Source: an optimization exercise on an open RTL-to-GDS flow (aim: small area). Production flows keep margins and buffers that such runs may drop.
In this exercise RTL edits were held to simulation tests only and were not proved equivalent to the original.
Power is estimated from default activity; no workload was simulated.

<file path="design/flow/design.v">
module buttonpressed(clock, reset, button_in, pulse_out);
	input        clock;			 
	input	       reset;			 
	input        button_in;		 
	output       pulse_out;		 
	reg          pulse_out;
	reg    [1:0] state;			 
	reg    [1:0] next_state;	 
	parameter [1:0] BUTTON_FREE = 2'b00, BUTTON_PRESSED = 2'b01, BUTTON_RELEASED = 2'b10;
	always@(posedge clock or negedge reset) begin
		if(reset == 1'b0)
			state <= BUTTON_FREE;
		else
			state <= next_state;
	end
	always@(state or button_in) begin
		next_state = state;
		case(state)
			BUTTON_FREE: begin
				if(button_in == 1'b0)
					next_state = BUTTON_PRESSED;
			end
			BUTTON_PRESSED: begin
				if(button_in == 1'b1)
					next_state = BUTTON_RELEASED;
			end
			BUTTON_RELEASED: next_state = BUTTON_FREE;
			default: next_state = BUTTON_FREE;
		endcase
	end
	always@(state) begin
		pulse_out = 1'b0;			
		case(state)
			BUTTON_FREE:		pulse_out = 1'b0;
			BUTTON_PRESSED:	pulse_out = 1'b0;
			BUTTON_RELEASED:	pulse_out = 1'b1;
			default:				pulse_out = 1'b0;	
		endcase
	end
endmodule
module seven_segment_driver_aep227(hex_digit, hex_display);
   input  [3:0] hex_digit;  
   output [6:0] hex_display;
   reg	  [6:0] hex_display;
    always@(hex_digit) begin
        case(hex_digit)
            4'd0: hex_display = 7'b1000000;
            4'd1: hex_display = 7'b1111001;
            4'd2: hex_display = 7'b0100100;
            4'd3: hex_display = 7'b0110000;
            4'd4: hex_display = 7'b0011001;
            4'd5: hex_display = 7'b0010010;
            4'd6: hex_display = 7'b0000010;
            4'd7: hex_display = 7'b1111000;
            4'd8: hex_display = 7'b0000000;
            4'd9: hex_display = 7'b0010000;
            4'd10: hex_display = 7'b0001000;
            4'd11: hex_display = 7'b0000011;
            4'd12: hex_display = 7'b1000110;
            4'd13: hex_display = 7'b0100001;
            4'd14: hex_display = 7'b0000110;
            4'd15: hex_display = 7'b0001110;
            default: hex_display = 7'b1111111;
        endcase
    end
endmodule
module alu_register_aep227(clock, reset, enable, ins, outs);
    input        clock, reset, enable;  
    input  [7:0] ins;
    output [7:0] outs;
    reg    [7:0] state;
    always@(posedge clock or negedge reset) begin
        if(~reset)
            state <= 8'd0;
        else if(enable)
            state <= ins;
    end
    assign outs = state;
endmodule
module multiplier_aep227(clock, reset_l, enter, enable, op_in_A, op_in_B, product, fin);
    input         clock, reset_l, enter, enable;
    input  [7:0]  op_in_A, op_in_B;
    output [15:0] product;
    output        fin;
    reg    [16:0] sum_reg;
    reg    [3:0]  multiply_counter;
    reg           hold, fin;
    always@(posedge clock or negedge reset_l) begin
        if(~reset_l) begin
            sum_reg <= 17'd0;
            multiply_counter <= 4'd0;
            hold <= 1'b0;
        end
        else if(hold) begin  
            sum_reg <= (sum_reg >> 1);    
            hold <= 1'b0;
        end
        else if(enable && multiply_counter == 4'd0) begin
            sum_reg <= {9'b00000, op_in_B};
            multiply_counter <= 4'd1;
        end
        else if(enable && enter && multiply_counter != 4'd0) begin
            if(sum_reg[0] == 1'b1) begin  
                sum_reg[16:8] <= sum_reg[15:8] + op_in_A;
            end
            hold <= 1'b1;
            multiply_counter <= multiply_counter + 1'b1;
            if(multiply_counter == 4'd8) begin  
                multiply_counter <= 4'b0;
            end
        end
    end
    always@(multiply_counter) begin
        if(multiply_counter == 4'd0)
            fin = 1'b1;
        else
            fin = 1'b0;
    end
    assign product = sum_reg[15:0];
endmodule
module alu_cntrl_aep227(clock, reset, enter, data_in, fin, control, data_out, update_display);
    input         clock, reset, enter, fin;  
    input   [7:0] data_in;
    output  [3:0] control;
    output  [7:0] data_out;
    output        update_display;
    reg     [2:0] state;  
    reg     [3:0] opcode, control;
    reg           update_display, multiply_buffer;
    parameter WAIT = 3'b000, LOAD_OP = 3'b001, LOAD_A = 3'b010, LOAD_B = 3'b011,
              MULTIPLY_HOLD = 3'b100,
              ONE_CM = 4'b0100, NEGATE = 4'b0111, MULTIPLY_OP = 4'b1100;
    always@(posedge clock or negedge reset) begin
        if(~reset) begin
            state <= LOAD_OP;
            opcode <= 4'd0;
            update_display <= 1'b0;
            multiply_buffer <= 1'b0;
        end
        else if(state == LOAD_OP) begin
            if(enter)
                state <= LOAD_A;
                opcode <= data_in[3:0];
                update_display <= 1'b0;
        end
        else if(state == LOAD_A) begin
            if(enter && (opcode == ONE_CM || opcode == NEGATE)) begin  
                state <= LOAD_OP;
                update_display <= 1'b1;
            end
            else if(enter)
                state <= LOAD_B;
        end
        else if(state == LOAD_B) begin
            if(enter && opcode == MULTIPLY_OP) begin
                state <= MULTIPLY_HOLD;
                multiply_buffer <= 1'b1;
            end
            else if(enter) begin
                state <= LOAD_OP;
                update_display <= 1'b1;
            end
        end
        else if(state == MULTIPLY_HOLD) begin
            update_display <= 1'b1;
            if(fin && ~multiply_buffer)
                state <= LOAD_OP;
            else
                multiply_buffer <= 1'b0;
        end
    end
    always@(state) begin
        if(state == LOAD_OP)
            control = 4'b0001;
        else if(state == LOAD_A)
            control = 4'b0010;
        else if(state == LOAD_B)
            control = 4'b0100;
        else if(state == MULTIPLY_HOLD)
            control = 4'b1000;
        else
            control = 4'b0000;  
    end
   assign data_out = data_in;
endmodule
module alu_core_aep227(clock, reset, enter, control, data_in, fin, alu_out, update_display);
    input        clock, reset, enter, update_display;  
    input  [7:0] data_in;
    input  [3:0] control; 
    output [15:0] alu_out;
    output        fin; 
    reg    [15:0] combi_alu, alu_out;
    wire   [15:0] extend_A, extend_B, zerof_A, zerof_B, product;
    wire   [7:0]  opA, opB, op_out;
    wire   [3:0]  opcode;
    parameter AND_ID = 4'b0000, NAND = 4'b0001, NOR = 4'b0010, XOR = 4'b0011, ONE_CM = 4'b0100,
              ADD = 4'b0101, SUB = 4'b0110, NEGATE = 4'b0111, ARITH_LEFT = 4'b1000, ARITH_RIGHT = 4'b1001,
              ROTATE_LEFT = 4'b1010, ROTATE_RIGHT = 4'b1011, MULTIPLY = 4'b1100;
    multiplier_aep227 multi(clock, reset, enter, control[3], opA, opB, product, fin);
    alu_register_aep227 opcode_reg(clock, reset, control[0], {4'b0000, data_in[3:0]}, op_out);
    alu_register_aep227 operandA_reg(clock, reset, control[1], data_in, opA);
    alu_register_aep227 operandB_reg(clock, reset, control[2], data_in, opB);
    always@(posedge clock or negedge reset) begin  
        if(~reset)
            alu_out <= 16'd0;
        else if(update_display && opcode === MULTIPLY)
            alu_out <= product;
        else if(update_display)
            alu_out <= combi_alu;
    end
    assign extend_A = {{8{opA[7]}}, opA};
    assign zerof_A  = {8'b0, opA};
    assign extend_B = {{8{opB[7]}}, opB};    
    assign zerof_B  = {8'b0, opB};   
    assign opcode = op_out[3:0];
    always@(opcode or opA or opB) begin  
        case(opcode)
            AND_ID: combi_alu = {opA, opB} & 16'h7383;
            NAND:   combi_alu = {8'b0, ~(opA & opB)};
            NOR:    combi_alu = {8'b0, ~(opA | opB)};
            XOR:    combi_alu = {8'b0, opA ^ opB};
            ONE_CM: combi_alu = {8'b0, ~opA};
            ADD:    combi_alu = extend_A + extend_B;
            SUB:    combi_alu = extend_A - extend_B;
            NEGATE: combi_alu = ~(extend_A) + 1'b1;
            ARITH_LEFT:     combi_alu = extend_A << opB;  
            ARITH_RIGHT:  begin
                          case(opB)
                            4'd0: combi_alu = extend_A;
                            4'd1: combi_alu = {{1{extend_A[15]}}, extend_A[15:1]};
                            4'd2: combi_alu = {{2{extend_A[15]}}, extend_A[15:2]};
                            4'd3: combi_alu = {{3{extend_A[15]}}, extend_A[15:3]};
                            4'd4: combi_alu = {{4{extend_A[15]}}, extend_A[15:4]};
                            4'd5: combi_alu = {{5{extend_A[15]}}, extend_A[15:5]};
                            4'd6: combi_alu = {{6{extend_A[15]}}, extend_A[15:6]};
                            4'd7: combi_alu = {{7{extend_A[15]}}, extend_A[15:7]};
                            4'd8: combi_alu = {{8{extend_A[15]}}, extend_A[15:8]};
                            4'd9: combi_alu = {{9{extend_A[15]}}, extend_A[15:9]};
                            4'd10: combi_alu = {{10{extend_A[15]}}, extend_A[15:10]};
                            4'd11: combi_alu = {{11{extend_A[15]}}, extend_A[15:11]};
                            4'd12: combi_alu = {{12{extend_A[15]}}, extend_A[15:12]};
                            4'd13: combi_alu = {{13{extend_A[15]}}, extend_A[15:13]};
                            4'd14: combi_alu = {{14{extend_A[15]}}, extend_A[15:14]};
                            4'd15: combi_alu = {{15{extend_A[15]}}, extend_A[15]};
                            default: combi_alu = {16{extend_A[15]}};  
                          endcase
                          end
            ROTATE_LEFT:  begin
                          case(opB[3:0])  
                            4'd0: combi_alu = zerof_A;
                            4'd1: combi_alu = {zerof_A[14:0], zerof_A[15]};
                            4'd2: combi_alu = {zerof_A[13:0], zerof_A[15:14]};
                            4'd3: combi_alu = {zerof_A[12:0], zerof_A[15:13]};
                            4'd4: combi_alu = {zerof_A[11:0], zerof_A[15:12]};
                            4'd5: combi_alu = {zerof_A[10:0], zerof_A[15:11]};
                            4'd6: combi_alu = {zerof_A[9:0], zerof_A[15:10]};
                            4'd7: combi_alu = {zerof_A[8:0], zerof_A[15:9]};
                            4'd8: combi_alu = {zerof_A[7:0], zerof_A[15:8]};
                            4'd9: combi_alu = {zerof_A[6:0], zerof_A[15:7]};
                            4'd10: combi_alu = {zerof_A[5:0], zerof_A[15:6]};
                            4'd11: combi_alu = {zerof_A[4:0], zerof_A[15:5]};
                            4'd12: combi_alu = {zerof_A[3:0], zerof_A[15:4]};
                            4'd13: combi_alu = {zerof_A[2:0], zerof_A[15:3]};
                            4'd14: combi_alu = {zerof_A[1:0], zerof_A[15:2]};
                            4'd15: combi_alu = {zerof_A[0], zerof_A[15:1]};
                            default: combi_alu = zerof_A;
                          endcase
                          end
            ROTATE_RIGHT: begin
                          case(opB[3:0])  
                            4'd0: combi_alu = zerof_A;
                            4'd1: combi_alu = {zerof_A[0], zerof_A[15:1]};
                            4'd2: combi_alu = {zerof_A[1:0], zerof_A[15:2]};
                            4'd3: combi_alu = {zerof_A[2:0], zerof_A[15:3]};
                            4'd4: combi_alu = {zerof_A[3:0], zerof_A[15:4]};
                            4'd5: combi_alu = {zerof_A[4:0], zerof_A[15:5]};
                            4'd6: combi_alu = {zerof_A[5:0], zerof_A[15:6]};
                            4'd7: combi_alu = {zerof_A[6:0], zerof_A[15:7]};
                            4'd8: combi_alu = {zerof_A[7:0], zerof_A[15:8]};
                            4'd9: combi_alu = {zerof_A[8:0], zerof_A[15:9]};
                            4'd10: combi_alu = {zerof_A[9:0], zerof_A[15:10]};
                            4'd11: combi_alu = {zerof_A[10:0], zerof_A[15:11]};
                            4'd12: combi_alu = {zerof_A[11:0], zerof_A[15:12]};
                            4'd13: combi_alu = {zerof_A[12:0], zerof_A[15:13]};
                            4'd14: combi_alu = {zerof_A[13:0], zerof_A[15:14]};
                            4'd15: combi_alu = {zerof_A[14:0], zerof_A[15]};
                            default: combi_alu = zerof_A;
                          endcase
                          end
            MULTIPLY: combi_alu = 16'd0; 
            default: combi_alu = 16'd0;  
        endcase
    end
endmodule
module project5Top(CLOCK_50, KEY, SW, HEX5, HEX4, HEX3, HEX2, HEX1, HEX0, LED);
	input        CLOCK_50;
	input  [3:0] KEY;
	input  [9:0] SW;
	output [6:0] HEX5;
	output [6:0] HEX4;
	output [6:0] HEX3;
	output [6:0] HEX2;
	output [6:0] HEX1;
	output [6:0] HEX0;
	output [9:0] LED;
	wire 		  pulse_out, fin;
	wire   [15:0] alu_out;
	wire	[7:0] data_from_cntrl;
	wire	[3:0] control;
	wire 		  update_display;
	assign HEX5 = 7'b1111111;
	assign HEX4 = 7'b1111111;
	assign LED = 10'd0;
	alu_cntrl_aep227 controller(CLOCK_50, KEY[0], pulse_out, SW[7:0], fin, control, data_from_cntrl, update_display);
	alu_core_aep227 func_unit(CLOCK_50, KEY[0], pulse_out, control, data_from_cntrl, fin, alu_out, update_display);
	buttonpressed button1(CLOCK_50, KEY[0], KEY[1], pulse_out);
	seven_segment_driver_aep227 HEX3_driver(alu_out[15:12], HEX3);
	seven_segment_driver_aep227 HEX2_driver(alu_out[11:8], HEX2);
	seven_segment_driver_aep227 HEX1_driver(alu_out[7:4], HEX1);
	seven_segment_driver_aep227 HEX0_driver(alu_out[3:0], HEX0);
endmodule
</file>
<file path="design/flow/run.sh">
#!/bin/bash
# synth_recipe.tcl (not shown) runs the flow's synth.tcl, then flattens the netlist and writes it again
# the make line also repeats each setting of config.mk as NAME=value (left out here)
make -C /OpenROAD-flow-scripts/flow DESIGN_CONFIG=/design/flow/config.mk WORK_HOME=/design/flow/orfs CLKGATE_MAP_FILE= SYNTH_SCRIPT=/design/flow/synth_recipe.tcl finish
</file>
<file path="design/flow/config.mk">
export PLATFORM = sky130hd
export DESIGN_NAME = project5Top
export DESIGN_NICKNAME = project5Top
export VERILOG_FILES = /design/flow/design.v
export SDC_FILE = /design/flow/constraint.sdc
export NUM_CORES = 4
export LEC_CHECK = 0
export CAP_MARGIN = 20
export CORE_MARGIN = 2
export CORE_UTILIZATION = 40
export SLEW_MARGIN = 20
</file>
<file path="design/flow/constraint.sdc">
create_clock -name core_clock -period 5.0 [get_ports {CLOCK_50}]
set_input_delay 1.0000 -clock core_clock [delete_from_list [all_inputs] [get_ports {CLOCK_50}]]
set_output_delay 1.0000 -clock core_clock [all_outputs]
set_load 0.01 [all_outputs]
</file>
==> run notes <==
kinds of logic (layout without fill, tap and decap cells):
group	after synthesis	in the layout
AOI/OAI and AO/OA	410	410
and+or+nand+nor	381	381
buffers and inverters	158	122
DFF	65	65
adders and majority gates	63	63
muxes	61	61
xor gates and xnor gates	10	10
other	2	24
Yosys cell counts, drive strengths merged, types with 26 or more instances:
cell    instances
a21oi          85
a31oi          26
buf            81
clkbuf         31
dfrtp          64
ha             60
inv            44
mux2i          31
nand2          92
nand2b         35
nand3          28
nor2          103
nor2b          35
nor3           30
o21ai          82
o22ai          42
routing by layer:
| metal | up-vias | routed length, µm | part of all wire [%] | GRT usage, % |
|---|---|---|---|---|
| li1 | 4191 | - | - | - |
| met1 | 4342 | 12900 | 40 | 37.5 |
| met2 | 688 | 13700 | 43 | 41.1 |
| met3 | 141 | 3830 | 12 | 6.56 |
| met4 | 0 | 1490 | 4.7 | 12.6 |
| met5 | - | 0 | 0 | 0 |
report_power, final:
| part | internal, W | switching, W | leakage [nW] | total, W |
|---|---|---|---|---|
| Sequential | 0.000530 | 0.0000120 | 0.839 | 0.000542 |
| Combinational | 0.0000890 | 0.000179 | 2.66 | 0.000268 |
| Clock | 0.000442 | 0.000275 | 0.158 | 0.000717 |
| Total | 0.00106 | 0.000466 | 3.66 | 0.00153 |
layout by cell type, fill, tap and decap left out, drive strengths merged, types with 10 or more instances in the layout:
master / n
a211oi: 10
a21oi: 85
a22oi: 20
a31oi: 26
and2: 12
buf: 23
clkdlybuf4s50: 37
conb: 24
dfrtp: 64
ha: 60
inv: 46
mux2: 24
mux2i: 31
nand2: 92
nand2b: 35
nand3: 28
nor2: 103
nor2b: 35
nor3: 30
o21ai: 82
o22ai: 42
worst register-to-register path: cells and delay by family, from the launching register on:
kind	cells	cell delay [ps]
compound gates	4	1090
flops	1	890
buf+inv	1	530
fa+ha+maj	1	460
simple gates	1	130
mux	1	100
stage by stage:
stage | cell area (µm²) | power [W] | std cells
floorplan | 8810 | 0.000750 | 1172
global placement | 9080 | 0.000808 | 1400
detailed placement | 9080 | 0.000807 | 1400
CTS | 9410 | 0.00152 | 1416
global route | 9410 | 0.00157 | 1416
finish | 9410 | 0.00153 | 1416
path summary, 6_finish.rpt:
kind                                                                  start                                          end  slack (ps)
min in group asynchronous                                            KEY[0]             func_unit.alu_out[0]$_DFFE_PN0P_         660
worst max register to register  func_unit.operandB_reg.state[1]$_DFFE_PN0P_             func_unit.alu_out[7]$_DFFE_PN0P_        1670
worst min-delay path                           button1.state[1]$_DFFE_PN0P_                 button1.state[0]$_DFFE_PN0P_         470
worst min register to register                 button1.state[1]$_DFFE_PN0P_                 button1.state[0]$_DFFE_PN0P_         470
worst max-delay path            func_unit.operandB_reg.state[1]$_DFFE_PN0P_             func_unit.alu_out[7]$_DFFE_PN0P_        1670
max in group asynchronous                                            KEY[0]  func_unit.operandB_reg.state[2]$_DFFE_PN0P_        3330
final cells by class:
class / instances / area [µm²] / area share (%)
Clock buffer: 9 / 225 / 2.39
Clock inverter: 7 / 101 / 1.08
Inverter: 46 / 173 / 1.84
Multi-Input combinational cell: 949 / 6380 / 67.9
Sequential cell: 65 / 1630 / 17.3
Tap cell: 280 / 350 / 3.72
Timing Repair Buffer: 60 / 541 / 5.75
==> impl_metrics.ini <==
[run_status]
status = no timing/DRC/antenna violations

[hold_path]
hold_path_depth = 1
hp-class = reg2reg

[placement]
io_buffer_count = 38
gp_congestion = 0.989
post-place-ws_ps = 1760
hpwlAfterDp_um = 22300

[setup_path]
path_cells = inv_2 -> ha_1 -> o21ba_2 -> o21bai_1 -> nand2_1 -> a21oi_1 -> mux2i_1 -> o32a_1
path_buf_inv = 1
critical-path-top-delay-family = compound AO/OA/AOI/OAI gates
critPathMaxFanout = 41
criticalPathCategory = reg2reg
arrival_ps = 3560
start_kind = flip-flop
end_kind = flip-flop
slowest_stage = dfrtp_2
max_stage_delay_ps = 890
path_depth = 8
reg2reg_depth = 8
cp.required_ps = 5230

[timing]
fin_setup_tns_ps = 0
fin_crit_sh_pct = 66.6
max_freq_ghz = 0.300
hold_violations = 0
finalSetupViolCount = 0
skew_ps = 7.70
slew_headroom_pct = 34.2
rsz0062_at_grt = no
worst_slew_pin_slew_ps = 963
slew_violations = 0
whs_ps = 467
worst_slack_ps = 1670
fin_crit_ps = 3330

[yosys]
syn_area_um2 = 8730
synthFlopType = dfrtp_1
synth_edf_count = 0
ys_seq_area_share_pct = 18.7
synth_top_family_by_area = compound AO/OA/AOI/OAI gates
async_flop_share_pct = 100
synth_top_area_share_pct = 18.4
synth-warning-count = 6
avgSynthCellArea_um2 = 7.59
synthAdderAreaFrac_pct = 9.29
synth_area_leaders = dfrtp_1, ha_1, a21oi_1
synth_area_leader_cell = dfrtp_1
muxShareOfSynthArea_pct = 8.20
synth_compound_area_share_pct = 31.7
synth_cells = 1150
synthSimpleGateAreaFrac_pct = 22.0
synthXorXnorAreaFrac_pct = 1.00
ys_types = 97
yosys_register_bits = 65

[clock_tree]
clockBufferDepth = 2
clk_latency_ps = 350
h-tree-depth = 3
postCtsSetupBuffers = 0
cts_resized = 0
tritoncts = done
path_clk_slew_ps = 60
ctsHoldBuffers = 0
clock-sinks = 65
numCtsBuffers = 9
clock_tree.root_cell = clkbuf_16

[layout]
nets = 1209
largest_register_ffs = 17
post-route-util_pct = 43.5
n_fill_cell = 2219
drive_gt1_share_pct = 9.24
area_growth_pct = 7.78
antenna_cells = 0

[drt]
wl_per_cell_um = 22.5
routed_wl_um = 31900
drc = 0
drt-initial-drc-count = 1399
vias = 9362
firstDrtPassIters = 9
vias_per_cell = 6.61
ant_nets = 0

[power]
peakVddDrop_uv = 214
power_leakage_nw = 3.66
p_per_area_nw_per_um2 = 162

[global_route]
antenna_found_initial = 0
grt_max_degree = 68
grt_pass1_wl_um = 48800
grt_pass1_vias = 8509
grt_use_total_pct = 27.5
grt-ovfl-total = 0

[floorplanning]
rows = 54
dieWidth_um = 152
dieArea_um2 = 23000
die_h_um = 152
core_area_um2 = 21600
initial_core_util_pct = 40.4
io_pins = 67

[job]
max_cap_viol_count = 0

afterwards: timing with drivers on the ports:
The results above use ideal ports. As a check the final layout listed here was re-extracted and re-timed, cells and wires unchanged. Step 1: set_driving_cell puts a clkbuf_16 on CLOCK_50 and a buf_2 on each other input, an assumption about the parent block. Step 2, shift: input delay + t, output delay - t, t = (earliest + latest rising clock arrival at the registers) / 2. This alone moves slack from input paths to output paths. Slacks: ideal ports / drivers / drivers and shift; pairs: ideal ports / drivers.
t, ns: 0.395
slack for setup (ns): 1.672 / 1.672 / 1.672
worst setup path after step 2: register to register
worst data-port slew with drivers (ns): 0.04
After both steps setup and hold are still met in this run. For this run, drivers alone change the setup slack by 0.000 ns; drivers and shift together by 0.000 ns.
